This design comes from an exercise in tuning for small area, a short achievable clock period and few clock cycles per item on the open sky130 flow, not from production work. Function was checked by simulation only, so behaviour that the tests miss may differ from the original. Power figures rest on the tool's default switching activity, not on a simulated workload.

[flow/design.v]
module huffman(clk, reset, gray_valid, gray_data, CNT_valid, CNT1, CNT2, CNT3, CNT4, CNT5, CNT6,
               code_valid, HC1, HC2, HC3, HC4, HC5, HC6, M1, M2, M3, M4, M5, M6);
input clk;
input reset;
input gray_valid;
input [7:0] gray_data;
output reg CNT_valid;
output [7:0] CNT1, CNT2, CNT3, CNT4, CNT5, CNT6;
output reg code_valid;
output [7:0] HC1, HC2, HC3, HC4, HC5, HC6;
output [7:0] M1, M2, M3, M4, M5, M6;
reg        pv;           
reg  [2:0] pd;
reg        run;          
reg  [3:0] tc;           
reg  [7:0] w [0:5];      
reg  [5:0] m [0:5];      
reg  [4:0] r [1:6];      
assign CNT1 = w[5]; assign CNT2 = w[0]; assign CNT3 = w[1];
assign CNT4 = w[2]; assign CNT5 = w[3]; assign CNT6 = w[4];
wire go      = run | CNT_valid;
wire step    = go & (~tc[3] | (tc[2:0] < 3'd5));    
wire combine = (tc > 4'd4) & tc[0] & (tc != 4'd13);
wire [4:0] uns;
assign uns[0] = tc < 4'd4;
assign uns[1] = tc < 4'd3;
assign uns[2] = tc < 4'd2;
assign uns[3] = tc < 4'd1;
assign uns[4] = 1'b0;
function lt8(input [7:0] a, input [7:0] b);   
  reg [7:0] l, g;
  reg [3:0] l1, g1;
  reg [1:0] l2, g2;
  integer j;
  begin
    l = ~a & b;
    g = a & ~b;
    for (j = 0; j < 4; j = j + 1) begin
      l1[j] = l[2*j+1] | ~g[2*j+1] & l[2*j];
      g1[j] = g[2*j+1] | ~l[2*j+1] & g[2*j];
    end
    for (j = 0; j < 2; j = j + 1) begin
      l2[j] = l1[2*j+1] | ~g1[2*j+1] & l1[2*j];
      g2[j] = g1[2*j+1] | ~l1[2*j+1] & g1[2*j];
    end
    lt8 = l2[1] | ~g2[1] & l2[0];
  end
endfunction
wire [5:1] lt;
genvar gi;
generate for (gi = 1; gi < 6; gi = gi + 1) begin : g_lt
  assign lt[gi] = lt8(w[gi], w[0]);
end endgenerate
wire [4:0] c = uns | lt;
wire [7:0] sum = w[0] + w[1];
reg  [7:0] wsel;
always @* begin
  case (pd)
    3'd1: wsel = w[5];
    3'd2: wsel = w[0];
    3'd3: wsel = w[1];
    3'd4: wsel = w[2];
    3'd5: wsel = w[3];
    default: wsel = w[4];
  endcase
end
wire [7:0] winc = wsel + 8'd1;
always @(posedge clk or posedge reset) begin
  if (reset) begin
    pv <= 1'b0; pd <= 3'd0; CNT_valid <= 1'b0; code_valid <= 1'b0;
    run <= 1'b0; tc <= 4'd0;
  end else begin
    pv <= gray_valid & ~run;
    pd <= gray_data[2:0];
    CNT_valid <= pv & ~gray_valid;
    if (CNT_valid) run <= 1'b1;
    if (step) tc <= tc + 4'd1;
    code_valid <= step & (tc == 4'd12);
  end
end
integer i;
always @(posedge clk) begin
  if (reset) begin
    for (i = 0; i < 6; i = i + 1) w[i] <= 8'd0;
  end else if (step) begin
    if (combine) begin
      w[0] <= sum;
      for (i = 1; i < 5; i = i + 1) w[i] <= w[i+1];
      w[5] <= 8'hff;
    end else begin
      for (i = 0; i < 5; i = i + 1)
        if (c[i]) w[i] <= w[i+1];
        else if (i == 0 || c[i-1]) w[i] <= w[0];
      if (c[4]) w[5] <= w[0];
    end
  end else if (pv) begin
    for (i = 0; i < 5; i = i + 1)
      if (pd == i + 2) w[i] <= winc;
    if (pd == 3'd1) w[5] <= winc;
  end
end
always @* m[5] = ~(m[0] | m[1] | m[2] | m[3] | m[4]);
always @(posedge clk or posedge reset) begin
  if (reset) begin
    m[0] <= 6'b000010; m[1] <= 6'b000100; m[2] <= 6'b001000;
    m[3] <= 6'b010000; m[4] <= 6'b100000;
  end else if (step) begin
    if (combine) begin
      m[0] <= m[0] | m[1];
      for (i = 1; i < 5; i = i + 1) m[i] <= m[i+1];
    end else begin
      for (i = 0; i < 5; i = i + 1)
        if (c[i]) m[i] <= m[i+1];
        else if (i == 0 || c[i-1]) m[i] <= m[0];
    end
  end
end
function [4:0] lead(input [4:0] v);    
  lead = {v[4], v[3] & ~v[4], v[2] & ~|v[4:3], v[1] & ~|v[4:2], v[0] & ~|v[4:1]};
endfunction
function [4:0] add_bit(input [4:0] v, input b);   
  reg [4:0] l;
  begin
    l = lead(v);
    add_bit = (v & ~l) | (l & {5{b}}) | {l[3:0], 1'b0};
  end
endfunction
genvar k;
generate for (k = 1; k <= 6; k = k + 1) begin : g_lvl
  wire a = m[0][k-1];
  wire b = m[1][k-1];
  always @(posedge clk or posedge reset) begin
    if (reset) r[k] <= 5'b00001;
    else if (step & combine & (a | b)) r[k] <= add_bit(r[k], a);
  end
end endgenerate
function [7:0] mask_of(input [4:0] v);
  mask_of = {3'b000, |v[4], |v[4:3], |v[4:2], |v[4:1], 1'b1};   
endfunction
function [7:0] code_of(input [4:0] v, input b);
  code_of = {3'b000, v & ({1'b0, |v[4], |v[4:3], |v[4:2], |v[4:1]} | {5{b}})};
endfunction
assign M1 = mask_of(r[1]); assign HC1 = code_of(r[1], m[0][0]);
assign M2 = mask_of(r[2]); assign HC2 = code_of(r[2], m[0][1]);
assign M3 = mask_of(r[3]); assign HC3 = code_of(r[3], m[0][2]);
assign M4 = mask_of(r[4]); assign HC4 = code_of(r[4], m[0][3]);
assign M5 = mask_of(r[5]); assign HC5 = code_of(r[5], m[0][4]);
assign M6 = mask_of(r[6]); assign HC6 = code_of(r[6], m[0][5]);
endmodule
[flow/flow/run.sh]
#!/bin/bash
# The standard layout (the standard.sh, which runs ORFS with the standard
# synthesis), except that the port buffers are the platform's smallest
# buffer instead of the delay cell buffer_ports picks by default. Every port
# still gets its own buffer. make's full output goes to standard.log here;
# ORFS keeps each step's log under orfs/logs.
set -euo pipefail
bash standard.sh "BUFFER_PORTS_ARGS=-buffer_cell sky130_fd_sc_hd__buf_1" finish > standard.log 2>&1
[flow/standard.sh]
#!/bin/bash
# synth_recipe.tcl (not shown) runs the flow's synth.tcl, then flattens the netlist and writes it again
# the make line also repeats each setting of config.mk as NAME=value (left out here)
make -C /OpenROAD-flow-scripts/flow DESIGN_CONFIG=/design/flow/config.mk WORK_HOME=/design/flow/orfs CLKGATE_MAP_FILE= SYNTH_SCRIPT=/design/flow/synth_recipe.tcl "${@:-finish}"
[flow/config.mk]
export PLATFORM = sky130hd
export DESIGN_NAME = huffman
export DESIGN_NICKNAME = huffman
export VERILOG_FILES = /design/flow/design.v
export SDC_FILE = /design/flow/constraint.sdc
export NUM_CORES = 4
export LEC_CHECK = 0
export ABC_AREA = 1
export CAP_MARGIN = 20
export CORE_MARGIN = 2
export CORE_UTILIZATION = 40
export SETUP_SLACK_MARGIN = 1.5
export SLEW_MARGIN = 20
export TNS_END_PERCENT = 10
[flow/constraint.sdc]
create_clock -name core_clock -period 4.0 [get_ports {clk}]
set_input_delay 0.8000 -clock core_clock [delete_from_list [all_inputs] [get_ports {clk}]]
set_output_delay 0.8000 -clock core_clock [all_outputs]
set_load 0.01 [all_outputs]
==> results of run 1 <==
==> final cells by class <==
class | count | area [um^2] | area share, %
clock buffers | 19 | 452.9 | 4.692
clock inverters | 13 | 122.6 | 1.270
inverters | 202 | 785.8 | 8.140
multi-input cells | 883 | 4584 | 47.49
flip-flops and latches | 119 | 2765 | 28.65
well taps | 275 | 344.1 | 3.564
repair buffers | 132 | 598.1 | 6.196
==> cell families (layout without fill, tap and decap cells) <==
group           count (synthesis)  in the layout  synth area share [%]
compound gates                287            287                 18.66
xor+xnor                        5              5                0.5156
fa+ha+maj                      27             27                 4.065
mux                             1              1                0.1325
simple gates                  521            521                 27.75
flops                         119            119                 32.39
buf+inv                       290            366                 16.41
other cells                     2             42               0.08840
==> metrics by stage <==
stage,utilization [%],setup slack (ns),power [uW]
3_3_place_gp,42.11,1.161,7445
5_1_grt,46.07,1.438,10230
3_5_place_dp,42.11,1.112,7521
6_report,46.07,1.600,9408
4_1_cts,45.33,1.452,9194
2_1_floorplan,-,1.560,6249
==> power breakdown <==
| part | internal (uW) | switching, uW |
|---|---|---|
| Combinational | 1820 | 3960 |
| Sequential | 1630 | 479 |
| Clock | 892 | 625 |
==> registers in the layout, indices dropped and copies added, names as in the netlist, named ones only <==
name	flops
pv	1
w	48
pd	3
code_valid	1
run	1
r	24
tc	4
CNT_valid	1
m	30
==> worst max-delay path, cell delays in order, from the launching register on <==
cell and delay, ns:
dfrtp_1 0.42, nor2_1 0.21, nand3_1 0.15, o21ai_0 0.21, inv_1 0.06, buf_1 0.12
==> per-layer routing <==
layer	up-vias	track usage, %
met1	3928	30.01
met4	0	7.972
met3	46	4.177
met2	286	37.87
li1	4164	-
met5	-	0
==> synthesized netlist by cell type (all sizes together), types with 3 or more instances <==
| library cell | n | area (um^2) |
|---|---|---|
| a21oi | 65 | 344.1 |
| buf | 78 | 593.1 |
| clkbuf | 10 | 37.54 |
| dfrtp | 60 | 1501 |
| dfstp | 11 | 289.0 |
| dfxtp | 48 | 960.9 |
| ha | 26 | 325.3 |
| inv | 201 | 759.5 |
| nand2 | 269 | 1065 |
| nand3 | 70 | 432.9 |
| nand3b | 3 | 22.52 |
| nand4 | 24 | 150.1 |
| nor2 | 146 | 626.8 |
| nor3 | 5 | 35.03 |
| o211ai | 27 | 202.7 |
| o21ai | 170 | 862.1 |
| o22ai | 16 | 100.1 |
| xor2 | 3 | 26.28 |
==> worst max-delay path by stage <==
| stage | from | endpoint | slack, ns | depth (start not counted) |
|---|---|---|---|---|
| after floorplan | reset | w[1][1] | 1.56 | 4 |
| after global placement | tc[0] | w[5][7] | 1.16 | 12 |
| after detailed placement | tc[0] | w[5][5] | 1.11 | 12 |
| after CTS | w[0][1] | m[2][4] | 1.45 | 11 |
| after global routing | r[4][4] | HC4[0] | 1.44 | 5 |
| final | r[4][4] | HC4[0] | 1.60 | 5 |
==> repair_timing <==
item,in CTS,in global routing
buffers inserted,7,9
pin swaps,2,3
gates resized for setup,16,24
setup endpoints to repair,78,87
==> placed cells by master, fill, tap and decap left out, types with 11 or more instances in the layout <==
| cell type | count |
|---|---|
| o21ai_1 | 30 |
| nor2_2 | 11 |
| nand3_1 | 58 |
| dfrtp_1 | 55 |
| dfxtp_1 | 44 |
| o211ai_1 | 27 |
| nand4_1 | 24 |
| inv_1 | 183 |
| conb_1 | 42 |
| o22ai_1 | 16 |
| buf_1 | 109 |
| ha_1 | 25 |
| a21oi_1 | 59 |
| o21ai_0 | 137 |
| clkbuf_16 | 17 |
| nand2_1 | 251 |
| buf_4 | 21 |
| nor2_1 | 128 |
| dfstp_2 | 11 |
==> results.ini, run 1 <==
[detailed_routing]
drt_iter0_drc=565
wl_um=25530
wl_met1_um=11290
firstDrtPassIters=5
wl_met2_um=12050
top_layer=met4
drc=0
met3_length_um=1610
route.vias.total=8424
drtAntennaViolNets=0
via_per_inst=5.127
wire_per_inst_um=15.54

[finish]
layout-drive-gt1-share_pct=11.55
area_growth_pct=13.62
nets=1393
n_antenna_cell=0
fill_cells=2191
stdcell_area_um2=9653
layout.cells.non_filler=1643

[sta]
setup_tns_ns=0
rsz0062_at_grt=true
setup_viol=0
min_period_over_period_pct=59.99
timing.fmax_mhz=416.7
hold_violations=0
worst_pin_slew_ns=0.9524
slew_violations=0
relSlewSlack_pct=36.51
clock-skew-final_ns=0.01104
whs_ns=0.4165
fin_crit_ns=2.400

[power_and_ir_drop]
ir_worst_vdd_uv=641.3
power.density_nw_per_um2=974.7
power.leakage_uw=0.004845

[logic_synthesis]
avgSynthCellArea_um2=6.786
synthFlopType=dfrtp_1
synthArstFlopShare_pct=59.66
synth_edf_count=0
ys_warn_count=6
ys_seq_area_share_pct=32.39
synthDistinctLibCells=47
synth_area_um2=8496
synth_seq_cells=119
syn-instance-count=1252

[setup_path]
cp_max_fo=6
worstSetupEndpointType=primary output
r2r_cells=11
r2r_end=m[3][0]
cp.required_ns=3.20
crit_arrival_ns=1.60
r2r_setup_slack_ns=1.60
path_class=reg -> out
startpoint_type=register
r2r-start=tc[0]

[clock_tree]
cts_root_buffer=clkbuf_16
ctsHoldBuffers=0
cts_buffers=17
cts_tree=done
cts_max_level=4
clk_path_buf_depth=2
clock_sinks=119
path_clk_slew_ns=0.06
clock_latency_ns=0.43

[floorplan]
coreArea_um2=20960
die_w_um=149.7
ios=157
rows=53
fp.dieH_um=149.7
die-area_um2=22420
initial_core_util_pct=40.54

[hold_path]
hp-start=run
hold_class=reg -> reg
whs_endpoint=pv
min_path_cells=1

[job]
drv_cap=0

[placement]
gp_congestion=0.9101
portBuffers=109
placedInstanceArea_um2=8823
dp_cells=1595
dpl.hpwl_um=18360

[global_routing]
grt_max_degree=84
track_usage_pct=22.87
grt_pass1_wl_um=39960
grt_pass1_vias=7581
grt-ovfl-total=0
antenna_found_initial=0

[run_status]
status=finished clean

Testbench counts, summed over its fixed seeds: cycles 22,080, images 192.
==> run 2, diff against run 1 <==
--- a/flow/config.mk
+++ b/flow/config.mk
@@ -10,5 +10,5 @@
 export CORE_MARGIN = 2
 export CORE_UTILIZATION = 40
+export GPL_TIMING_DRIVEN = 0
 export SETUP_SLACK_MARGIN = 1.5
 export SLEW_MARGIN = 20
-export TNS_END_PERCENT = 10
==> run 2 against run 1 <==
- still clean on timing, DRC and antenna
- power grew 3.9%
- non-clock buffer count grew 73
- via count grew 2.8%
- clock power is essentially flat
- synthesized cell count is the same
- register-to-register slack gained 0.02 ns
- global-route usage grew 1.3 points
- hold slack lost 0.0072 ns
- first-iteration DRC count grew 17%
- critical endpoint is now HC2[2]
==> results.ini, run 2 <==
[detailed_routing]
drc=0  ; unchanged
drt_iter0_drc=660  ; +17%
wl_um=26910  ; +5.4%
drtAntennaViolNets=0  ; unchanged
wire_per_inst_um=15.68  ; +0.92%
route.vias.total=8659  ; +2.8%
via_per_inst=5.046  ; -1.6%
firstDrtPassIters=6  ; +1

[finish]
largestRegisters=w (48), m (30), r (24)
layout.cells.non_filler=1716  ; +4.4%
area_growth_pct=19.57
final_cell_mix=nand2_1 (251), inv_1 (187), o21ai_0 (133)
mostFrequentLayoutCell=nand2_1
layout-drive-gt1-share_pct=15.41  ; +3.9 points
nets=1466  ; +5.2%
largest_reg_flops=48  ; unchanged
n_antenna_cell=0  ; unchanged
regMostFlops=w
final_util_pct=48.48  ; +2.4 points

[logic_synthesis]
ys_seq_area_share_pct=32.39  ; unchanged
synth_area_leaders=dfrtp_1 (18%), dfxtp_1 (11%), nand2_1 (11%), inv_1 (8.3%), o21ai_0 (8.1%)
synthFlopType=dfrtp_1
synthDistinctLibCells=47  ; unchanged
synth_edf_count=0  ; unchanged
synth_area_um2=8496  ; unchanged
synth_commonest_cells=nand2_1 (255), inv_1 (188), o21ai_0 (138)
yosysTopAreaCellShare_pct=17.67  ; unchanged
synthArstFlopShare_pct=59.66  ; unchanged
avgSynthCellArea_um2=6.786  ; unchanged
ys_warn_count=6  ; unchanged
synth_seq_cells=119  ; unchanged
synth.most_common_cell=nand2_1
syn-instance-count=1252  ; unchanged
synth.largest_area_cell=dfrtp_1

[global_routing]
grt-ovfl-total=0  ; unchanged
grt_max_degree=81  ; -3.6%
track_usage_pct=24.19  ; +1.3 points
grt_pass1_wl_um=41450  ; +3.7%
antenna_found_initial=0  ; unchanged
grt_pass1_vias=7680  ; +1.3%

[setup_path]
crit_path_end=HC2[2]
startpoint_type=register
startpoint=m[0][1]
worstSetupEndpointType=primary output
crit_buf_inv=3  ; +1
r2r_end=r[5][4]
r2r-start=tc[1]
r2r_cells=9  ; -2
crit_arrival_ns=1.62  ; +0.02 ns
path_class=reg -> out
cp.depth=4  ; -1
cp_max_fo=9  ; +3
r2r_setup_slack_ns=1.62  ; +0.02 ns
worstPathCellList=buf_2, inv_1, a21oi_1, clkbuf_2
cp.required_ns=3.20  ; about the same
slowest_delay_ns=0.51  ; +0.09 ns
crit_family=flip-flops
critical_path.slowest_cell=dfstp_2

[clock_tree]
clock_latency_ns=0.43  ; about the same
cts_max_level=4  ; unchanged
clk_path_buf_depth=2  ; unchanged
cts_root_buffer=clkbuf_16
clock_sinks=119  ; unchanged
path_clk_slew_ns=0.06  ; about the same
cts_tree=done
cts_buffers=17  ; unchanged

[power_and_ir_drop]
internal-power_uw=4644  ; +7.0%
power.leakage_uw=0.005217  ; +7.7%
switching_share_pct=52.49  ; -1.4 points
ir_worst_vdd_uv=409.1  ; -36%
switchingPower_uw=5131  ; +1.2%
p_seq_share_pct=21.0  ; -1.4 points
p_clk_share_pct=15.8  ; -0.3 points
power.density_nw_per_um2=962.2  ; -1.3%
comb_power_share_pct=63.2  ; +1.7 points

[sta]
rsz0062_at_grt=true
whs_ns=0.4094  ; -0.007196 ns
fin_crit_ns=2.415  ; +0.01545 ns
clock-skew-final_ns=0.009288  ; -0.001747 ns
relSlewSlack_pct=54.67  ; +18 points
hold_violations=0  ; unchanged
worst_pin_slew_ns=0.6799  ; -0.2725 ns
setup_viol=0  ; unchanged
setup_tns_ns=0  ; unchanged
timing.fmax_mhz=414.0  ; -0.64%
min_period_over_period_pct=60.38  ; +0.39 points
slew_violations=0  ; unchanged

[floorplan]
die-area_um2=22420  ; unchanged
fp.dieH_um=149.7  ; unchanged
die_w_um=149.7  ; unchanged
ios=157  ; unchanged
coreArea_um2=20960  ; unchanged
initial_core_util_pct=40.54  ; unchanged
rows=53  ; unchanged

[placement]
gp_congestion=0.9323  ; +2.4%
dpl.hpwl_um=20150  ; +9.8%
portBuffers=109  ; unchanged
dp_cells=1676  ; +5.1%

[job]
drv_cap=0  ; unchanged

[hold_path]
hold_class=reg -> reg

[run_status]
status=finished clean

-- run 2: power by group through the flow --
stage	Combinational, uW	Clock, uW	Sequential [uW]
floorplan	4260	0	1990
global placement	5810	0	2050
detailed placement	5860	0	2060
CTS	5920	1570	2040
global route	6910	1630	2100
finish	6170	1550	2050
-- run 2: repair_timing --
action | 4_1_cts | 5_1_grt
endpoints found under the setup margin | 25 | 77
setup buffers | 0 | 8
pin swaps | 0 | 3
resized for setup | 11 | 42
hold buffers | 0 | 0
-- run 2: layer usage --
metal	part of all wire, %	track usage, %
met4	3.4	10.71
met2	46	39.29
met3	6.1	4.177
met1	45	31.63
met5	0	0
-- run 2: per-stage QoR --
step           total power, uW  setup WS (ns)  cell area [um^2]
6_report                  9774          1.585             10160
5_1_grt                  10640          1.458             10160
4_1_cts                   9530          1.506             10010
3_5_place_dp              7924          1.186              9409
3_3_place_gp              7868         0.4543              9400
2_1_floorplan             6249          1.560              8647
-- run 2: worst min-delay path by stage --
stage,cells past startpoint,end,from
2_1_floorplan,1,pv,run
5_1_grt,1,pv,run
6_report,1,pv,run
3_3_place_gp,1,pv,run
3_5_place_dp,1,pv,run
4_1_cts,1,pv,run
-- run 2: worst reg2reg max path, delay by kind of cell, from the launching register on --
kind / cells / cell delay (ns)
adder cells (fa/ha/maj): 1 / 0.20
flip-flops: 1 / 0.43
buffers and inverters: 3 / 0.46
AO/OA/AOI/OAI: 1 / 0.19
AND/OR/NAND/NOR: 3 / 0.61
multiplexers: 1 / 0.37
-- run 2: layout make-up --
class / instances / area, um^2
Multi-Input combinational cell: 883 / 4561
Sequential cell: 119 / 2766
Clock buffer: 21 / 460.4
Fill cell: 2205 / 10800
Clock inverter: 11 / 125.1
Inverter: 202 / 770.7
Timing Repair Buffer: 117 / 470.5
Buffer: 88 / 660.6
Tap cell: 275 / 344.1
-- run 2: logic make-up (layout without fill, tap and decap cells) --
kind of cell             Yosys count  in the layout  synth area share [%]
AND/OR/NAND/NOR                  521            521                 27.75
buffers and inverters            290            439                 16.41
AO/OA/AOI/OAI                    287            287                 18.66
flip-flops                       119            119                 32.39
adder cells (fa/ha/maj)           27             27                 4.065
XOR/XNOR                           5              5                0.5156
other                              2             42               0.08840
multiplexers                       1              1                0.1325
==> run 3, diff against run 2 <==
--- a/flow/config.mk
+++ b/flow/config.mk
@@ -10,5 +10,4 @@
 export CORE_MARGIN = 2
 export CORE_UTILIZATION = 40
-export GPL_TIMING_DRIVEN = 0
-export SETUP_SLACK_MARGIN = 1.5
+export SETUP_SLACK_MARGIN = 1.75
 export SLEW_MARGIN = 20
==> run 3 against run 2 <==
- clock skew shrank 0.0013 ns
- sequential share of layout area shrank 1.8 points
- utilization grew 3.8 points
- critical endpoint is now HC1[0]
- largest cell class unchanged
==> results.ini, run 3 <==
[floorplan]
fp.dieH_um=149.7  ; unchanged
die-area_um2=22420  ; unchanged
coreArea_um2=20960  ; unchanged
rows=53  ; unchanged
die_w_um=149.7  ; unchanged
ios=157  ; unchanged
initial_core_util_pct=40.54  ; unchanged

[detailed_routing]
drc=0  ; unchanged
via_per_inst=5.193  ; +2.9%
wire_per_inst_um=16.14  ; +2.9%
wl_um=27970  ; +3.9%
firstDrtPassIters=5  ; -1
route.vias.total=9000  ; +3.9%
drt_iter0_drc=681  ; +3.2%
drtAntennaViolNets=0  ; unchanged

[global_routing]
grt_pass1_wl_um=41250  ; -0.48%
grt-ovfl-total=0  ; unchanged
antenna_found_initial=0  ; unchanged
track_usage_pct=23.88  ; -0.31 points
grt_pass1_vias=7735  ; +0.72%
grt_max_degree=85  ; +4.9%

[setup_path]
crit_family=flip-flops
critical_path.slowest_cell=dfrtp_1
cp.depth=5  ; +1
worstSetupEndpointType=primary output
r2r_cells=13  ; +4
crit_arrival_ns=1.46  ; -0.16 ns
path_class=reg -> out
crit_path_end=HC1[0]
r2r_end=w[3][2]
cp_max_fo=3  ; -6
slowest_delay_ns=0.41  ; -0.10 ns
startpoint=r[1][3]
worstPathCellList=nor2_4, nand3_2, o21ai_2, inv_1, clkbuf_2
startpoint_type=register
r2r_setup_slack_ns=1.82  ; +0.20 ns
crit_buf_inv=2  ; -1
r2r-start=w[0][1]
cp.required_ns=3.20  ; about the same

[sta]
worst_pin_slew_ns=0.9721  ; +0.2922 ns
min_period_over_period_pct=56.42  ; -4.0 points
setup_tns_ns=0  ; unchanged
setup_viol=0  ; unchanged
slew_violations=0  ; unchanged
timing.fmax_mhz=443.1  ; +7.0%
rsz0062_at_grt=true
whs_ns=0.4111  ; +0.001755 ns
clock-skew-final_ns=0.007944  ; -0.001344 ns
hold_violations=0  ; unchanged
relSlewSlack_pct=35.19  ; -19 points
fin_crit_ns=2.257  ; -0.1585 ns

[logic_synthesis]
yosysTopAreaCellShare_pct=17.67  ; unchanged
synth_seq_cells=119  ; unchanged
synth_commonest_cells=nand2_1 (255), inv_1 (188), o21ai_0 (138)
synth.most_common_cell=nand2_1
synthDistinctLibCells=47  ; unchanged
ys_warn_count=6  ; unchanged
synth_area_leaders=dfrtp_1 (18%), dfxtp_1 (11%), nand2_1 (11%), inv_1 (8.3%), o21ai_0 (8.1%)
syn-instance-count=1252  ; unchanged
synthFlopType=dfrtp_1
ys_seq_area_share_pct=32.39  ; unchanged
synth.largest_area_cell=dfrtp_1
avgSynthCellArea_um2=6.786  ; unchanged
synth_area_um2=8496  ; unchanged
synthArstFlopShare_pct=59.66  ; unchanged
synth_edf_count=0  ; unchanged

[clock_tree]
cts_root_buffer=clkbuf_16
clock_latency_ns=0.43  ; about the same
clk_path_buf_depth=2  ; unchanged
cts_buffers=17  ; unchanged
cts_max_level=4  ; unchanged
clock_sinks=119  ; unchanged
ctsHoldBuffers=0  ; unchanged
cts_tree=done
path_clk_slew_ns=0.06  ; about the same

[finish]
area_growth_pct=29.01
largestRegisters=w (48), m (30), r (24)
n_antenna_cell=0  ; unchanged
layout-drive-gt1-share_pct=22.50  ; +7.1 points
mostFrequentLayoutCell=nand2_1
largest_reg_flops=48  ; unchanged
nets=1483  ; +1.2%
final_cell_mix=nand2_1 (235), inv_1 (180), o21ai_0 (116)
regMostFlops=w

[power_and_ir_drop]
ir_worst_vdd_uv=560.7  ; +37%
power.leakage_uw=0.005467  ; +4.8%
p_total_uw=10820  ; +11%
power.density_nw_per_um2=987.3  ; +2.6%

[job]
drv_cap=0  ; unchanged

[placement]
portBuffers=109  ; unchanged
dpl.hpwl_um=18420  ; -8.6%
gp_congestion=0.8911  ; -4.4%

[hold_path]
hold_class=reg -> reg

[run_status]
status=finished clean

-- run 3: cell counts after synthesis --
No cell type changed its count.
-- run 3: layer usage --
layer / vias up / global-route usage, % / part of all wire (%)
li1: 4361 / - / -
met1: 4194 / 31.12 / 43
met3: 68 / 4.543 / 7.1
met4: 0 / 8.302 / 3.1
met5: - / 0 / 0
met2: 377 / 39.70 / 47
-- run 3: cell families after synthesis --
| kind of cell | share of synthesized area (%) |
|---|---|
| and+or+nand+nor | 27.75 |
| adders and majority gates | 4.065 |
| other | 0.08840 |
| xor gates and xnor gates | 0.5156 |
| DFF | 32.39 |
| buffers and inverters | 16.41 |
| muxes | 0.1325 |
| AOI/OAI and AO/OA | 18.66 |
-- run 3: cell type report --
cell class                 count  area [um^2]
fill                        2098         9995
multi-input combinational    885         5025
sequential                   119         2786
timing repair buffer         218         1376
inverter                     202        813.3
clock buffer                  21        450.4
tap                          275        344.1
clock inverter                11        148.9
timing repair inverter         2        16.27
-- run 3: power by group --
part           leakage [uW]  internal (uW)  switching, uW
Sequential          0.00128           1640            457
Clock              0.000284            996            599
Combinational       0.00390           2580           4550
-- run 3: what timing repair did --
action / CTS / global route
pin swaps: 17 / 48
buffers inserted: 39 / 59
setup endpoints to repair: 116 / 111
gates resized for setup: 89 / 119
cloned: 2 / 4
-- run 3: how the worst min path moves through the flow --
stage / from / end / depth (start not counted)
finish: run / pv / 1
global route: run / pv / 1
CTS: run / pv / 1
detailed placement: run / pv / 1
global placement: run / pv / 1
floorplan: run / pv / 1
-- run 3: per-stage QoR --
| step | cell area [um^2] | setup WS (ns) | instances | utilization (%) |
|---|---|---|---|---|
| after detailed placement | 8838 | 1.166 | 1597 | 42.18 |
| after CTS | 10020 | 1.735 | 1670 | 47.82 |
| after global routing | 10960 | 1.667 | 1733 | 52.30 |
| after floorplan | 8650 | 1.816 | 1292 | - |
| after global placement | 8838 | 1.211 | 1597 | 42.18 |
| final | 10960 | 1.743 | 1733 | 52.30 |
==> run 4, diff against run 3 <==
--- a/flow/config.mk
+++ b/flow/config.mk
@@ -10,4 +10,4 @@
 export CORE_MARGIN = 2
 export CORE_UTILIZATION = 40
-export SETUP_SLACK_MARGIN = 1.75
+export SETUP_SLACK_MARGIN = 1.35
 export SLEW_MARGIN = 20
==> run 4 against run 3 <==
- still clean
- die area did not move
- sequential power is essentially flat
- final area fell by 13%
- count of clock-buffer cells in the layout decreased by 2
- global-route usage is 0.99 points lower
- synthesized area stayed put
- flip-flop and latch count is the same
- final cell count fell by 5.3%
- register-to-register slack got worse by 0.32 ns
- power is 14% lower
- hold slack gained 0.0058 ns
- clock power down 6%
==> results.ini, run 4 <==
[run_status]
status=finished clean

[detailed_routing]
drt_iter0_drc=510  ; -25%
firstDrtPassIters=5  ; unchanged
via_per_inst=5.094  ; -1.9%
wire_per_inst_um=15.49  ; -4.0%
drtAntennaViolNets=0  ; unchanged
drc=0  ; unchanged
route.vias.total=8359  ; -7.1%
wl_um=25430  ; -9.1%

[floorplan]
fp.dieH_um=149.7  ; unchanged
coreArea_um2=20960  ; unchanged
die-area_um2=22420  ; unchanged
die_w_um=149.7  ; unchanged
rows=53  ; unchanged
initial_core_util_pct=40.54  ; unchanged
ios=157  ; unchanged

[setup_path]
cp.required_ns=4.31  ; +1.11 ns
cp_max_fo=11  ; +8
worstPathCellList=inv_1, ha_1, a21oi_1, nand3_4, inv_2, nor3_2, nand2_2, nand2_4, o21ai_4, inv_2, nor2_1, a21oi_1
worstSetupEndpointType=register
crit_arrival_ns=2.81  ; +1.35 ns
critical_path.slowest_cell=dfrtp_1
crit_buf_inv=3  ; +1
path_class=reg -> reg
startpoint_type=register
slowest_delay_ns=0.43  ; +0.02 ns
crit_family=simple AND/OR/NAND/NOR gates

[logic_synthesis]
ys_seq_area_share_pct=32.39  ; unchanged
syn-instance-count=1252  ; unchanged
yosysTopAreaCellShare_pct=17.67  ; unchanged
synthFlopType=dfrtp_1
synth_area_um2=8496  ; unchanged
synthDistinctLibCells=47  ; unchanged
synth_edf_count=0  ; unchanged
synthArstFlopShare_pct=59.66  ; unchanged
synth.largest_area_cell=dfrtp_1
synth_seq_cells=119  ; unchanged
ys_warn_count=6  ; unchanged
avgSynthCellArea_um2=6.786  ; unchanged
synth.most_common_cell=nand2_1
synth_commonest_cells=nand2_1 (255), inv_1 (188), o21ai_0 (138)
synth_area_leaders=dfrtp_1 (18%), dfxtp_1 (11%), nand2_1 (11%), inv_1 (8.3%), o21ai_0 (8.1%)

[sta]
hold_violations=0  ; unchanged
timing.fmax_mhz=400.3  ; -9.7%
slew_violations=0  ; unchanged
fin_crit_ns=2.498  ; +0.2414 ns
rsz0062_at_grt=false
setup_slack_ns=1.502  ; -0.2414 ns
setup_tns_ns=0  ; unchanged
setup_viol=0  ; unchanged
clock-skew-final_ns=0.009982  ; +0.002038 ns
relSlewSlack_pct=36.65  ; +1.5 points
min_period_over_period_pct=62.45  ; +6.0 points
worst_pin_slew_ns=0.9502  ; -0.02193 ns

[finish]
area_growth_pct=12.68
seqCellArea_um2=2763  ; -0.85%
layout-drive-gt1-share_pct=10.83  ; -12 points
multiInputGateArea_um2=4548  ; -9.5%
final_cell_mix=nand2_1 (252), inv_1 (184), o21ai_0 (137)
mostFrequentLayoutCell=nand2_1
nets=1391  ; -6.2%
largestRegisters=w (48), m (30), r (24)
regMostFlops=w
largest_reg_flops=48  ; unchanged
fill_cells=2205  ; +5.1%
n_antenna_cell=0  ; unchanged

[clock_tree]
path_clk_slew_ns=0.06  ; about the same
cts_root_buffer=clkbuf_16
cts_max_level=4  ; unchanged
cts_buffers=17  ; unchanged
clock_latency_ns=0.43  ; about the same
cts_tree=done
ctsHoldBuffers=0  ; unchanged
clk_path_buf_depth=2  ; unchanged
clock_sinks=119  ; unchanged

[placement]
dpl.hpwl_um=18360  ; -0.30%
portBuffers=109  ; unchanged
post-place-ws_ns=1.112  ; -0.05380 ns
gp_congestion=0.9101  ; +2.1%

[hold_path]
hold_class=reg -> reg

[global_routing]
antenna_found_initial=0  ; unchanged
grt_max_degree=84  ; -1.2%
grt-ovfl-total=0  ; unchanged
grt_pass1_wl_um=39970  ; -3.1%
track_usage_pct=22.89  ; -0.99 points
grt_pass1_vias=7568  ; -2.2%

[power_and_ir_drop]
power.density_nw_per_um2=969.8  ; -1.8%
p_total_uw=9284  ; -14%
ir_worst_vdd_uv=632.8  ; +13%
power.leakage_uw=0.004829  ; -12%

[job]
drv_cap=0  ; unchanged

[run 4: final cells by class]
type | count | area share [%]
clock inverters | 13 | 1.281
repair buffers | 130 | 5.960
clock buffers | 19 | 4.731
flip-flops and latches | 119 | 28.86
multi-input cells | 883 | 47.51
well taps | 275 | 3.594
inverters | 202 | 8.064
[run 4: cells by family (layout without fill, tap and decap cells)]
family                     after synthesis  count (layout)  synth area share (%)
adders and majority gates               27              27                 4.065
AOI/OAI and AO/OA                      287             287                 18.66
and+or+nand+nor                        521             521                 27.75
DFF                                    119             119                 32.39
other                                    2              42               0.08840
xor gates and xnor gates                 5               5                0.5156
muxes                                    1               1                0.1325
buffers and inverters                  290             364                 16.41
[run 4: timing repair]
action,in CTS,in global routing
setup endpoints to repair,37,58
resized for setup,10,14
buffers inserted,5,9
pin swaps,0,2
[run 4: layer usage]
| metal | GRT usage (%) | routed length [um] | vias up |
|---|---|---|---|
| met1 | 29.95 | 11490 | 3884 |
| li1 | - | - | 4154 |
| met3 | 4.085 | 1430 | 49 |
| met5 | 0 | 0 | - |
| met4 | 8.160 | 675 | 0 |
| met2 | 38.00 | 11830 | 272 |
[run 4: worst paths after layout]
path                            startpoint      end  slack [ns]  cells after the start
min in group asynchronous            reset  r[1][1]        0.75                      2
worst min register to register         run       pv        0.42                      1
worst max-delay path                 tc[0]  w[5][3]        1.50                     12
max in group asynchronous            reset  m[4][5]        2.24                      3
worst max register to register       tc[0]  w[5][3]        1.50                     12
worst min-delay path                   run       pv        0.42                      1
[run 4: power breakdown]
group,total (uW),internal [uW],switching [uW]
combinational,5660,1760,3910
clock,1510,892,619
sequential,2110,1630,482
[run 4: per-stage QoR]
stage	hold WS [ns]	std cells	utilization (%)	area (um^2)
after floorplan	0.3926	1292	-	8647
after global routing	0.4310	1641	45.68	9573
final	0.4169	1641	45.68	9573
after detailed placement	0.4053	1595	42.11	8823
after global placement	0.3992	1595	42.11	8823
after CTS	0.4143	1632	45.18	9467
==> run 5, diff against run 4 <==
--- a/flow/config.mk
+++ b/flow/config.mk
@@ -7,7 +7,7 @@
 export LEC_CHECK = 0
 export ABC_AREA = 1
-export CAP_MARGIN = 20
+export CAP_MARGIN = 5
 export CORE_MARGIN = 2
 export CORE_UTILIZATION = 40
-export SETUP_SLACK_MARGIN = 1.35
-export SLEW_MARGIN = 20
+export SETUP_SLACK_MARGIN = 1.5
+export SLEW_MARGIN = 5
==> run 5 against run 4 <==
- count of clock-buffer cells in the layout is the same
- register-to-register slack gained 0.09 ns
- first-iteration DRC count up 7.6%
- critical endpoint is now m[3][0]
- highest routed layer unchanged
- routed wire length increased by 0.34%
==> results.ini, run 5 <==
[sta]
slew_violations=0  ; unchanged
setup_tns_ns=0  ; unchanged
rsz0062_at_grt=false
clock-skew-final_ns=0.01015  ; +0.0001694 ns
min_period_over_period_pct=60.26  ; -2.2 points
fin_crit_ns=2.410  ; -0.08776 ns
relSlewSlack_pct=35.90  ; -0.75 points
setup_slack_ns=1.590  ; +0.08776 ns
worst_pin_slew_ns=0.9614  ; +0.01123 ns
setup_viol=0  ; unchanged
hold_violations=0  ; unchanged
timing.fmax_mhz=414.9  ; +3.6%

[clock_tree]
cts_buffers=17  ; unchanged
cts_max_level=4  ; unchanged
clock_sinks=119  ; unchanged
clk_path_buf_depth=2  ; unchanged
clock_latency_ns=0.43  ; about the same
cts_root_buffer=clkbuf_16
cts_tree=done
path_clk_slew_ns=0.06  ; about the same

[global_routing]
grt_max_degree=84  ; unchanged
use_met1_pct=29.97  ; about the same
grt_pass1_wl_um=39960  ; about the same
antenna_found_initial=0  ; unchanged
gr-usage-met3_pct=4.177  ; +0.091 points
grt-busiest-layer=met2
grt_pass1_vias=7590  ; +0.29%
grt-ovfl-total=0  ; unchanged
grt_use_met2_pct=37.94  ; -0.069 points
track_usage_pct=22.87  ; about the same

[floorplan]
coreArea_um2=20960  ; unchanged
fp.dieH_um=149.7  ; unchanged
ios=157  ; unchanged
die_w_um=149.7  ; unchanged
die-area_um2=22420  ; unchanged
rows=53  ; unchanged
initial_core_util_pct=40.54  ; unchanged

[hold_path]
hp-start=run
hold_class=reg -> reg

[finish]
n_antenna_cell=0  ; unchanged
layout-drive-gt1-share_pct=11.92  ; +1.1 points
area_growth_pct=13.93
layout.cells.non_filler=1643  ; +0.12%
final_util_pct=46.19  ; +0.51 points
regMostFlops=w
largestRegisters=w (48), m (30), r (24)
largest_reg_flops=48  ; unchanged
nets=1393  ; +0.14%
final_cell_mix=nand2_1 (250), inv_1 (183), o21ai_0 (135)
mostFrequentLayoutCell=nand2_1

[setup_path]
path_class=reg -> reg
r2r-start=tc[0]
cp_max_fo=12  ; +1
startpoint=tc[0]
crit_arrival_ns=2.71  ; -0.10 ns
startpoint_type=register
worstSetupEndpointType=register
cp.required_ns=4.30  ; about the same

[logic_synthesis]
avgSynthCellArea_um2=6.786  ; unchanged
synthFlopType=dfrtp_1
synth.largest_area_cell=dfrtp_1
synthArstFlopShare_pct=59.66  ; unchanged
synth_seq_cells=119  ; unchanged
synth.most_common_cell=nand2_1
syn-instance-count=1252  ; unchanged
ys_seq_area_share_pct=32.39  ; unchanged
synth_area_um2=8496  ; unchanged
synth_edf_count=0  ; unchanged
synth_area_leaders=dfrtp_1 (18%), dfxtp_1 (11%), nand2_1 (11%), inv_1 (8.3%), o21ai_0 (8.1%)
yosysTopAreaCellShare_pct=17.67  ; unchanged
ys_warn_count=6  ; unchanged
synthDistinctLibCells=47  ; unchanged
synth_commonest_cells=nand2_1 (255), inv_1 (188), o21ai_0 (138)

[power_and_ir_drop]
ir_worst_vdd_uv=644.2  ; +1.8%
power.density_nw_per_um2=974.2  ; +0.45%
power.leakage_uw=0.004855  ; +0.52%
p_total_uw=9429  ; +1.6%

[placement]
portBuffers=109  ; unchanged
dpl.hpwl_um=18360  ; unchanged
post-place-ws_ns=1.112  ; unchanged
gp_congestion=0.9101  ; unchanged
dp_cells=1595  ; unchanged

[detailed_routing]
via_per_inst=5.120  ; +0.51%
route.vias.total=8412  ; +0.63%
drc=0  ; unchanged
wire_per_inst_um=15.53  ; +0.22%
firstDrtPassIters=5  ; unchanged
wl_um=25510  ; +0.34%
drt_iter0_drc=549  ; +7.6%
drtAntennaViolNets=0  ; unchanged

[job]
drv_cap=0  ; unchanged

[run_status]
status=finished clean

[run 5: worst paths after layout]
check                      slack (ns)  cells after the start                         end
max                              1.59                     11                     m[3][0]
min                              0.42                      1                          pv
max reg2reg                      1.59                     11                     m[3][0]
min reg2reg                      0.42                      1                          pv
max in group asynchronous        2.23                      3  asynchronous set/reset pin
min in group asynchronous        0.75                      2                       tc[1]
[run 5: stage by stage]
step,hold slack [ns],instance area [um^2]
2_1_floorplan,0.3926,8647
3_3_place_gp,0.3992,8823
3_5_place_dp,0.4053,8823
4_1_cts,0.4143,9504
5_1_grt,0.4310,9679
6_report,0.4165,9679
[run 5: area by class of cell]
type	instances	area, um^2
clock buffer	19	452.9
clock inverter	13	122.6
fill	2183	11280
inverter	202	785.8
multi-input combinational	883	4603
sequential	119	2773
tap	275	344.1
timing repair buffer	132	598.1
[run 5: routing by layer]
metal,part of all wire (%),vias up
li1,-,4161
met1,45,3925
met2,48,292
met3,5.5,34
met4,2.1,0
met5,0,-
[run 5: report_power, final]
part	total, uW	internal, uW	switching [uW]
Sequential	2110	1630	480
Combinational	5800	1830	3970
Clock	1510	892	621
[run 5: cells by family after synthesis]
family | count (synthesis) | share of synthesized area [%]
xor+xnor | 5 | 0.5156
mux | 1 | 0.1325
compound gates | 287 | 18.66
fa+ha+maj | 27 | 4.065
flops | 119 | 32.39
simple gates | 521 | 27.75
other cells | 2 | 0.08840
buf+inv | 290 | 16.41
[run 5: critical path, stage by stage, from the launching register on]
cell and delay [ns]:
dfrtp_2 0.40, inv_1 0.10, ha_1 0.23, a21oi_2 0.18, nand3_4 0.21, buf_4 0.22
nand3_1 0.07, buf_4 0.20, clkinvlp_4 0.22, buf_12 0.19, o211ai_1 0.14, o21ai_0 0.11
[run 5: repair_timing]
action	in CTS	in global routing
setup buffers	7	9
resized for setup	19	32
endpoints found under the setup margin	78	87
pin swaps	2	4
hold buffers	0	0
==> run 6, diff against run 5 <==
==> flow/run.sh (new file) <==
#!/bin/bash
# synth_recipe.tcl (not shown) runs the flow's synth.tcl, then flattens the netlist and writes it again
# the make line also repeats each setting of config.mk as NAME=value (left out here)
make -C /OpenROAD-flow-scripts/flow DESIGN_CONFIG=/design/flow/config.mk WORK_HOME=/design/flow/orfs CLKGATE_MAP_FILE= SYNTH_SCRIPT=/design/flow/synth_recipe.tcl finish
--- a/flow/config.mk
+++ b/flow/config.mk
@@ -7,7 +7,7 @@
 export LEC_CHECK = 0
 export ABC_AREA = 1
-export CAP_MARGIN = 5
+export CAP_MARGIN = 20
 export CORE_MARGIN = 2
 export CORE_UTILIZATION = 40
-export SETUP_SLACK_MARGIN = 1.5
-export SLEW_MARGIN = 5
+export SETUP_SLACK_MARGIN = 1.6
+export SLEW_MARGIN = 20
removed: flow/flow/run.sh
removed: flow/standard.sh
==> run 6 against run 5 <==
- still clean
- clock power grew 12%
- sequential share of layout area down 3.3 points
- die area is the same
- setup slack better by 0.053 ns
- critical path type is now reg -> out
==> results.ini, run 6 <==
[setup_path]
worstPathCellList=nor2_2, nand2_2, clkdlybuf4s50_1
worstSetupEndpointType=primary output
critical_path.slowest_cell=clkdlybuf4s50_1
cp_max_fo=3  ; -9
startpoint_type=register
crit_arrival_ns=1.56  ; -1.15 ns
slowest_delay_ns=0.48  ; +0.08 ns
cp.required_ns=3.20  ; -1.10 ns
path_class=reg -> out

[logic_synthesis]
synth.largest_area_cell=dfrtp_1
ys_warn_count=6  ; unchanged
synth_commonest_cells=nand2_1 (255), inv_1 (188), o21ai_0 (138)
synth_area_leaders=dfrtp_1 (18%), dfxtp_1 (11%), nand2_1 (11%), inv_1 (8.3%), o21ai_0 (8.1%)
syn-instance-count=1252  ; unchanged
synthFlopType=dfrtp_1
synth_edf_count=0  ; unchanged
synth_seq_cells=119  ; unchanged
yosysTopAreaCellShare_pct=17.67  ; unchanged
synthArstFlopShare_pct=59.66  ; unchanged
synth_area_um2=8496  ; unchanged
synthDistinctLibCells=47  ; unchanged
avgSynthCellArea_um2=6.786  ; unchanged
ys_seq_area_share_pct=32.39  ; unchanged
synth.most_common_cell=nand2_1

[finish]
n_antenna_cell=0  ; unchanged
final_cell_mix=nand2_1 (243), inv_1 (184), o21ai_0 (126)
largest_reg_flops=48  ; unchanged
layout-drive-gt1-share_pct=17.17  ; +5.3 points
fill_cells=2113  ; -3.2%
layout.cells.non_filler=1690  ; +2.9%
area_growth_pct=29.10
largestRegisters=w (48), m (30), r (24)
regMostFlops=w
nets=1440  ; +3.4%
mostFrequentLayoutCell=nand2_1

[sta]
slew_violations=0  ; unchanged
min_period_over_period_pct=58.93  ; -1.3 points
setup_slack_ns=1.643  ; +0.05331 ns
hold_violations=0  ; unchanged
setup_tns_ns=0  ; unchanged
setup_viol=0  ; unchanged
worst_pin_slew_ns=0.6425  ; -0.3189 ns
clock-skew-final_ns=0.01126  ; +0.001110 ns
timing.fmax_mhz=424.3  ; +2.3%
relSlewSlack_pct=57.16  ; +21 points
fin_crit_ns=2.357  ; -0.05331 ns
rsz0062_at_grt=true

[power_and_ir_drop]
power.leakage_uw=0.005757  ; +19%
ir_worst_vdd_uv=542.9  ; -16%
power.density_nw_per_um2=951.7  ; -2.3%
p_total_uw=10440  ; +11%

[global_routing]
gr-usage-met3_pct=3.506  ; -0.67 points
track_usage_pct=23.44  ; +0.57 points
use_met1_pct=30.45  ; +0.48 points
grt_use_met2_pct=38.99  ; +1.1 points
grt-ovfl-total=0  ; unchanged
antenna_found_initial=0  ; unchanged
grt_pass1_wl_um=41310  ; +3.4%
grt_pass1_vias=7975  ; +5.1%
grt-busiest-layer=met2
grt_max_degree=79  ; -6.0%

[clock_tree]
clk_path_buf_depth=2  ; unchanged
cts_root_buffer=clkbuf_16
cts_tree=done
cts_max_level=4  ; unchanged
cts_buffers=17  ; unchanged
clock_latency_ns=0.42  ; about the same
clock_sinks=119  ; unchanged
ctsHoldBuffers=0  ; unchanged
path_clk_slew_ns=0.05  ; about the same

[floorplan]
die_w_um=149.7  ; unchanged
fp.dieH_um=149.7  ; unchanged
coreArea_um2=20960  ; unchanged
ios=157  ; unchanged
initial_core_util_pct=40.54  ; unchanged
rows=53  ; unchanged
die-area_um2=22420  ; unchanged

[placement]
dpl.hpwl_um=18450  ; +0.49%
portBuffers=109  ; unchanged
post-place-ws_ns=1.151  ; +0.03854 ns
dp_cells=1597  ; +0.13%
gp_congestion=0.9487  ; +4.2%

[detailed_routing]
wire_per_inst_um=15.93  ; +2.6%
route.vias.total=8775  ; +4.3%
drc=0  ; unchanged
wl_um=26930  ; +5.6%
via_per_inst=5.192  ; +1.4%
drtAntennaViolNets=0  ; unchanged
firstDrtPassIters=7  ; +2
drt_iter0_drc=630  ; +15%

[job]
drv_cap=0  ; unchanged

[hold_path]
hold_class=reg -> reg

[run_status]
status=finished clean

[run 6: kinds of logic (layout without fill, tap and decap cells)]
logic type      after synthesis  count (layout)  share of synthesized area [%]
flops                       119             119                          32.39
other cells                   2              42                        0.08840
simple gates                521             524                          27.75
compound gates              287             287                          18.66
buf+inv                     290             410                          16.41
xor+xnor                      5               5                         0.5156
fa+ha+maj                    27              27                          4.065
mux                           1               1                         0.1325
[run 6: path summary, 6_finish.rpt]
path / startpoint / slack [ns] / cells after the start / to
max: r[6][3] / 1.64 / 3 / M6[2]
min: run / 0.42 / 1 / pv
max reg2reg: pd[0] / 1.69 / 11 / w[3][1]
min reg2reg: run / 0.42 / 1 / pv
max in group asynchronous: reset / 2.17 / 3 / asynchronous set/reset pin
min in group asynchronous: reset / 1.06 / 2 / tc[2]
[run 6: routing by layer]
| metal | share of wire [%] | vias up |
|---|---|---|
| met5 | 0 | - |
| met4 | 3.5 | 0 |
| met3 | 6.7 | 68 |
| met2 | 46 | 349 |
| met1 | 44 | 4091 |
| li1 | - | 4267 |
[run 6: final cells by class]
class | instances | area (um^2) | area share (%)
clock buffer | 19 | 432.9 | 3.947
clock inverter | 13 | 202.7 | 1.848
inverter | 202 | 797.0 | 7.267
multi-input combinational | 886 | 4816 | 43.91
sequential | 119 | 2778 | 25.33
tap | 275 | 344.1 | 3.137
timing repair buffer | 176 | 1598 | 14.57
[run 6: what timing repair did]
action,CTS,global route
buffers inserted,31,27
gates cloned,0,3
resized for setup,88,74
pin swaps,11,21
endpoints found under the setup margin,139,110
[run 6: stage by stage]
stage / hold slack, ns / area [um^2] / util, %
final: 0.4197 / 10970 / 52.34
after global routing: 0.4361 / 10970 / 52.34
after CTS: 0.4088 / 10520 / 50.19
after detailed placement: 0.4001 / 9520 / 45.43
after global placement: 0.4024 / 9520 / 45.43
after floorplan: 0.3926 / 8650 / -
[run 6: critical path: cells and delay by family, from the launching register on]
family                 cells  cell delay (ns)
buffers and inverters      1             0.48
DFF                        1             0.39
and+or+nand+nor            2             0.27
[run 6: power by group]
| part | total (uW) | switching (uW) | internal (uW) |
|---|---|---|---|
| Sequential | 2070 | 434 | 1640 |
| Combinational | 6680 | 4290 | 2390 |
| Clock | 1690 | 584 | 1100 |
| Total | 10400 | 5300 | 5130 |
==> run 7, diff against run 6 <==
--- a/flow/config.mk
+++ b/flow/config.mk
@@ -10,4 +10,4 @@
 export CORE_MARGIN = 2
 export CORE_UTILIZATION = 40
-export SETUP_SLACK_MARGIN = 1.6
+export SETUP_SLACK_MARGIN = 1.4
 export SLEW_MARGIN = 20
==> run 7 against run 6 <==
- sequential power is essentially flat
- flip-flop and latch count is the same
- power shrank 5.9%
- largest power group unchanged
- still clean
- largest cell class unchanged
- sequential share of layout area grew 0.89 points
- highest routed layer unchanged
==> results.ini, run 7 <==
[run_status]
status=finished clean

[logic_synthesis]
ys_warn_count=6  ; unchanged
synthDistinctLibCells=47  ; unchanged
synthSimpleGateAreaFrac_pct=27.75  ; unchanged
synth-xor-area-share_pct=0.5155  ; unchanged
synthFlopType=dfrtp_1
muxShareOfSynthArea_pct=0.1325  ; unchanged
ys_seq_area_share_pct=32.39  ; unchanged
syn-instance-count=1252  ; unchanged
synthAdderAreaFrac_pct=4.065  ; unchanged
yosysTopAreaCellShare_pct=17.67  ; unchanged
synthArstFlopShare_pct=59.66  ; unchanged
synth_top_family_by_area=simple AND/OR/NAND/NOR gates
synth_commonest_cells=nand2_1 (255), inv_1 (188), o21ai_0 (138)
synth_seq_cells=119  ; unchanged
synth_area_leaders=dfrtp_1 (18%), dfxtp_1 (11%), nand2_1 (11%), inv_1 (8.3%), o21ai_0 (8.1%)
avgSynthCellArea_um2=6.786  ; unchanged
synth_compound_gate_area_share_pct=18.66  ; unchanged
synth_edf_count=0  ; unchanged
synth.most_common_cell=nand2_1
synth.largest_area_cell=dfrtp_1
synth_area_um2=8496  ; unchanged

[hold_path]
hold_class=reg -> reg

[placement]
portBuffers=109  ; unchanged
dpl.hpwl_um=18450  ; about the same
gp_congestion=0.9284  ; -2.1%

[finish]
nets=1408  ; -2.2%
largestRegisters=w (48), m (30), r (24)
largest_reg_flops=48  ; unchanged
layout-drive-gt1-share_pct=13.23  ; -3.9 points
n_antenna_cell=0  ; unchanged
final_cell_mix=nand2_1 (251), inv_1 (184), o21ai_0 (127)
area_growth_pct=24.37
regMostFlops=w
fill_cells=2123  ; +0.47%
mostFrequentLayoutCell=nand2_1

[setup_path]
cp.required_ns=3.20  ; about the same
r2r_setup_slack_ns=1.55  ; -0.14 ns
cp_max_fo=3  ; unchanged
startpoint_type=register
crit_arrival_ns=1.74  ; +0.18 ns
path_class=reg -> out
worstSetupEndpointType=primary output

[clock_tree]
cts_root_buffer=clkbuf_16
cts_tree=done
clock_sinks=119  ; unchanged
ctsHoldBuffers=0  ; unchanged
clock_latency_ns=0.43  ; about the same
clk_path_buf_depth=2  ; unchanged
cts_max_level=4  ; unchanged
path_clk_slew_ns=0.06  ; about the same
cts_buffers=17  ; unchanged

[global_routing]
grt_max_degree=83  ; +5.1%
track_usage_pct=23.31  ; -0.13 points
grt_pass1_vias=7666  ; -3.9%
antenna_found_initial=0  ; unchanged
grt-ovfl-total=0  ; unchanged
grt_pass1_wl_um=40850  ; -1.1%

[floorplan]
die_w_um=149.7  ; unchanged
rows=53  ; unchanged
ios=157  ; unchanged
coreArea_um2=20960  ; unchanged
fp.dieH_um=149.7  ; unchanged
initial_core_util_pct=40.54  ; unchanged
die-area_um2=22420  ; unchanged

[sta]
rsz0062_at_grt=true
clock-skew-final_ns=0.009737  ; -0.001523 ns
min_period_over_period_pct=63.48  ; +4.6 points
hold_violations=0  ; unchanged
timing.fmax_mhz=393.8  ; -7.2%
worst_pin_slew_ns=0.9079  ; +0.2654 ns
whs_ns=0.4172  ; -0.002466 ns
setup_tns_ns=0  ; unchanged
setup_viol=0  ; unchanged
relSlewSlack_pct=39.47  ; -18 points
slew_violations=0  ; unchanged
fin_crit_ns=2.539  ; +0.1820 ns

[detailed_routing]
drtAntennaViolNets=0  ; unchanged
drt_iter0_drc=619  ; -1.7%
route.vias.total=8443  ; -3.8%
via_per_inst=5.092  ; -1.9%
firstDrtPassIters=5  ; -2
wire_per_inst_um=15.74  ; -1.2%
drc=0  ; unchanged
wl_um=26100  ; -3.1%

[power_and_ir_drop]
ir_worst_vdd_uv=408.3  ; -25%
power.leakage_uw=0.005414  ; -6.0%
power.density_nw_per_um2=929.3  ; -2.4%

[job]
drv_cap=0  ; unchanged

[run 7: cell counts after synthesis]
No cell type changed its count.
[run 7: cell families after synthesis]
logic type,count (synthesis)
XOR/XNOR,5
AO/OA/AOI/OAI,287
flip-flops,119
other,2
adder cells (fa/ha/maj),27
multiplexers,1
AND/OR/NAND/NOR,521
buffers and inverters,290
[run 7: what timing repair did]
item	4_1_cts	5_1_grt
setup buffers	17	11
pin swaps	4	4
endpoints found under the setup margin	83	72
cloned	0	2
gates resized for setup	37	40
[run 7: path summary, 6_finish.rpt]
kind,cells past startpoint,startpoint,to
hold / removal,1,run,pv
min in group asynchronous,2,reset,m[4][0]
setup reg to reg,12,tc[0],w[1][3]
hold reg to reg,1,run,pv
setup / recovery,5,r[5][3],HC5[1]
max in group asynchronous,3,reset,asynchronous set/reset pin
[run 7: where the power goes]
part           total [uW]  switching (uW)  internal [uW]  leakage (uW)
logic                6050            4030           2020       0.00384
registers            2100             472           1630       0.00128
clock network        1660             588           1080      0.000300
total                9820            5090           4730       0.00541
[run 7: per-stage QoR]
step	instance area [um^2]	instances	setup WS [ns]	total power (uW)	util [%]
after global routing	10570	1658	1.358	10680	50.42
after floorplan	8647	1292	1.560	6249	-
after CTS	10320	1645	1.404	9550	49.27
final	10570	1658	1.461	9820	50.42
after global placement	9513	1596	1.161	7640	45.40
after detailed placement	9513	1596	1.097	7728	45.40
[run 7: per-layer routing]
layer | vias to the layer above | track usage (%) | routed length [um]
li1 | 4205 | - | -
met1 | 3901 | 30.50 | 11680
met2 | 292 | 39.43 | 12390
met3 | 45 | 3.445 | 1483
met4 | 0 | 7.925 | 548
met5 | - | 0 | 0
[run 7: worst max-delay path, stage by stage (launching register included)]
cell,delay (ns)
dfrtp_1,0.41
nor2_4,0.14
nand2_1,0.09
o21ai_1,0.16
inv_1,0.05
clkdlybuf4s50_1,0.47
[run 7: cell type report]
cell class | instances | area [um^2] | share of cell area [%]
multi-input combinational | 885 | 4668 | 44.18
tap | 275 | 344.1 | 3.256
clock buffer | 21 | 460.4 | 4.358
inverter | 202 | 774.5 | 7.330
clock inverter | 11 | 170.2 | 1.610
timing repair buffer | 145 | 1379 | 13.05
sequential | 119 | 2770 | 26.22
==> run 8, diff against run 7 <==
--- a/flow/config.mk
+++ b/flow/config.mk
@@ -10,4 +10,4 @@
 export CORE_MARGIN = 2
 export CORE_UTILIZATION = 40
-export SETUP_SLACK_MARGIN = 1.4
+export SETUP_SLACK_MARGIN = 1.75
 export SLEW_MARGIN = 20
==> run 8 against run 7 <==
- combinational power increased by about 20%
- via count is 7.6% higher
- sequential power barely moved
- synthesized cell count stayed put
- setup slack better by 0.24 ns
- final cell count increased by 5.8%
- flip-flop and latch count did not move
- die area unchanged
- power rose by 13%
- utilization rose by 5.6 points
==> results.ini, run 8 <==
[setup_path]
cp.required_ns=3.20  ; about the same
startpoint_type=register
r2r-start=pd[2]
crit_arrival_ns=1.50  ; -0.24 ns
path_class=reg -> out
cp_max_fo=3  ; unchanged
r2r_end=w[4][6]
r2r_cells=14  ; +2
r2r_setup_slack_ns=1.78  ; +0.23 ns
worstSetupEndpointType=primary output

[clock_tree]
path_clk_slew_ns=0.05  ; about the same
cts_buffers=17  ; unchanged
cts_tree=done
cts_max_level=4  ; unchanged
ctsHoldBuffers=0  ; unchanged
clock_sinks=119  ; unchanged
cts_root_buffer=clkbuf_16
clock_latency_ns=0.43  ; about the same
clk_path_buf_depth=2  ; unchanged

[logic_synthesis]
syn-instance-count=1252  ; unchanged
synth_seq_cells=119  ; unchanged
synthFlopType=dfrtp_1
synth.largest_area_cell=dfrtp_1
ys_seq_area_share_pct=32.39  ; unchanged
synth_edf_count=0  ; unchanged
synth_commonest_cells=nand2_1 (255), inv_1 (188), o21ai_0 (138)
yosysTopAreaCellShare_pct=17.67  ; unchanged
synth_area_leaders=dfrtp_1 (18%), dfxtp_1 (11%), nand2_1 (11%), inv_1 (8.3%), o21ai_0 (8.1%)
avgSynthCellArea_um2=6.786  ; unchanged
synth.most_common_cell=nand2_1
synthArstFlopShare_pct=59.66  ; unchanged
synthDistinctLibCells=47  ; unchanged
ys_warn_count=6  ; unchanged
synth_area_um2=8496  ; unchanged

[detailed_routing]
via_per_inst=5.180  ; +1.7%
firstDrtPassIters=5  ; unchanged
route.vias.total=9086  ; +7.6%
drtAntennaViolNets=0  ; unchanged
drt_iter0_drc=620  ; +0.16%
wl_um=28530  ; +9.3%
wire_per_inst_um=16.27  ; +3.3%
drc=0  ; unchanged

[finish]
fill_cells=2036  ; -4.1%
seqCellArea_um2=2826  ; +2.0%
largestRegisters=w (48), m (30), r (24)
area_growth_pct=38.07
regMostFlops=w
mostFrequentLayoutCell=nand2_1
nets=1504  ; +6.8%
layout-drive-gt1-share_pct=26.64  ; +13 points
largest_reg_flops=48  ; unchanged
multiInputGateArea_um2=4990  ; +6.9%
n_antenna_cell=0  ; unchanged
stdcell_area_um2=11730  ; +11%
final_cell_mix=nand2_1 (236), inv_1 (180), o21ai_0 (120)

[hold_path]
hp-start=run
hold_class=reg -> reg
min_path_cells=1  ; unchanged
whs_endpoint=pv

[power_and_ir_drop]
ir_worst_vdd_uv=552.1  ; +35%
power.density_nw_per_um2=941.9  ; +1.4%
power.leakage_uw=0.006109  ; +13%

[run_status]
status=finished clean

[global_routing]
track_usage_pct=24.78  ; +1.5 points
grt_max_degree=79  ; -4.8%
grt_pass1_wl_um=43400  ; +6.2%
grt_pass1_vias=8256  ; +7.7%
antenna_found_initial=0  ; unchanged
grt-ovfl-total=0  ; unchanged

[sta]
hold_violations=0  ; unchanged
clock-skew-final_ns=0.01100  ; +0.001259 ns
timing.fmax_mhz=434.5  ; +10%
min_period_over_period_pct=57.54  ; -5.9 points
slew_violations=0  ; unchanged
relSlewSlack_pct=56.95  ; +17 points
whs_ns=0.4198  ; +0.002558 ns
setup_tns_ns=0  ; unchanged
fin_crit_ns=2.302  ; -0.2375 ns
setup_viol=0  ; unchanged
worst_pin_slew_ns=0.6458  ; -0.2621 ns
rsz0062_at_grt=true

[placement]
dpl.hpwl_um=18450  ; about the same
placedInstanceArea_um2=9520  ; about the same
portBuffers=109  ; unchanged
gp_congestion=0.9487  ; +2.2%

[floorplan]
fp.dieH_um=149.7  ; unchanged
die_w_um=149.7  ; unchanged
rows=53  ; unchanged
die-area_um2=22420  ; unchanged
coreArea_um2=20960  ; unchanged
initial_core_util_pct=40.54  ; unchanged
ios=157  ; unchanged

[job]
drv_cap=0  ; unchanged

## run 8: cell count changes in the layout (fill, tap and decap cells not counted), sizes merged
cell           before  now
bufinv              4    5
clkdlybuf4s15       0    5
clkinv              4    7
nand3              71   72
buf                36  145
clkdlybuf4s50      96   50
clkbuf             21   27
dlymetal6s2s        8    7
dlygate4sd2         5   24
inv               201  200
## run 8: power breakdown
group,switching (uW),internal (uW)
Clock,588,1100
Combinational,4520,2740
Sequential,429,1670
## run 8: cell type report
type                    count  share of cell area, %
clock buffers              19                  3.691
clock inverters            13                  1.728
inverters                 202                  6.955
multi-input cells         886                  42.54
flip-flops and latches    119                  24.10
well taps                 275                  2.933
repair buffers            239                  17.98
repair inverters            1                0.07467
## run 8: kinds of logic (layout without fill, tap and decap cells)
family	after synthesis	count (layout)	share of synthesized area, %
flops	119	119	32.39
mux	1	1	0.1325
fa+ha+maj	27	27	4.065
buf+inv	290	474	16.41
xor+xnor	5	5	0.5156
other cells	2	42	0.08840
compound gates	287	288	18.66
simple gates	521	523	27.75
## run 8: routing by layer
layer / global-route usage (%) / vias to the layer above / routed length [um]
met5: 0 / - / 0
met4: 10.75 / 0 / 1100
met3: 3.750 / 68 / 1973
met2: 41.17 / 371 / 13380
met1: 32.06 / 4252 / 12080
li1: - / 4395 / -
## run 8: how the worst max path moves through the flow
stage,end,startpoint,slack [ns],depth (start not counted)
4_1_cts,M2[4],r[2][4],1.60,3
3_5_place_dp,w[5][4],tc[0],1.15,12
3_3_place_gp,w[0][7],tc[0],1.18,12
6_report,HC5[0],r[5][3],1.70,6
5_1_grt,HC5[0],r[5][3],1.64,6
2_1_floorplan,w[0][6],w[0][1],1.82,14
## run 8: critical path: stages, from the launching register on
cell and delay [ns]:
dfrtp_1 0.39, nor2_2 0.15, buf_6 0.13, nand3_4 0.07, o21ai_2 0.15, inv_1 0.06, buf_2 0.14
## run 8: stage by stage
stage	util, %	cells	setup WS [ns]	power, uW
4_1_cts	52.32	1697	1.601	10260
5_1_grt	55.98	1754	1.636	11910
3_3_place_gp	45.43	1597	1.179	7634
6_report	55.98	1754	1.698	11050
3_5_place_dp	45.43	1597	1.151	7710
2_1_floorplan	-	1292	1.816	6249
## run 8: repair_timing
action | 4_1_cts | 5_1_grt
hold endpoints to repair | 0 | 0
gates resized for setup | 233 | 130
buffers inserted | 64 | 57
pin swaps | 24 | 53
cloned | 4 | 0
setup endpoints to repair | 188 | 125

static timing again, ports no longer ideal:
How much do the figures lean on ideal ports? The routed layouts below were timed once more, with nothing changed but the port constraints. Step 1 assumes that a clkbuf_16 drives the clock port and a buf_2 every other input. Step 2 also shifts input and output timing later by t, the mid clock arrival at the registers, as if the neighbouring blocks saw the same clock. Three values: no drivers, after step 1, after step 2; two values: the first two.
| run | t (ns) | slack for setup (ns) | hold WS [ns] | worst register clock-pin slew, ns |
|---|---|---|---|---|
| run 1 | 0.474 | 1.600 / 1.551 / 1.601 | 0.417 / 0.417 / 0.417 | 0.06 / 0.06 |
| run 2 | 0.474 | 1.585 / 1.537 / 1.543 | 0.409 / 0.409 / 0.409 | 0.06 / 0.06 |
| run 3 | 0.477 | 1.743 / 1.697 / 1.709 | 0.411 / 0.411 / 0.411 | 0.06 / 0.06 |
| run 4 | 0.472 | 1.502 / 1.502 / 1.502 | 0.417 / 0.417 / 0.417 | 0.06 / 0.06 |
| run 5 | 0.474 | 1.590 / 1.580 / 1.590 | 0.417 / 0.417 / 0.417 | 0.06 / 0.06 |
| run 6 | 0.469 | 1.643 / 1.592 / 1.558 | 0.420 / 0.420 / 0.420 | 0.06 / 0.06 |
| run 7 | 0.474 | 1.461 / 1.413 / 1.368 | 0.417 / 0.417 / 0.417 | 0.06 / 0.06 |
| run 8 | 0.469 | 1.698 / 1.650 / 1.541 | 0.420 / 0.420 / 0.420 | 0.06 / 0.06 |
After both steps every run listed still meets setup and hold. The setup slack of run 8, which loses most, moves by -0.048 ns with the drivers and by -0.157 ns with both steps.
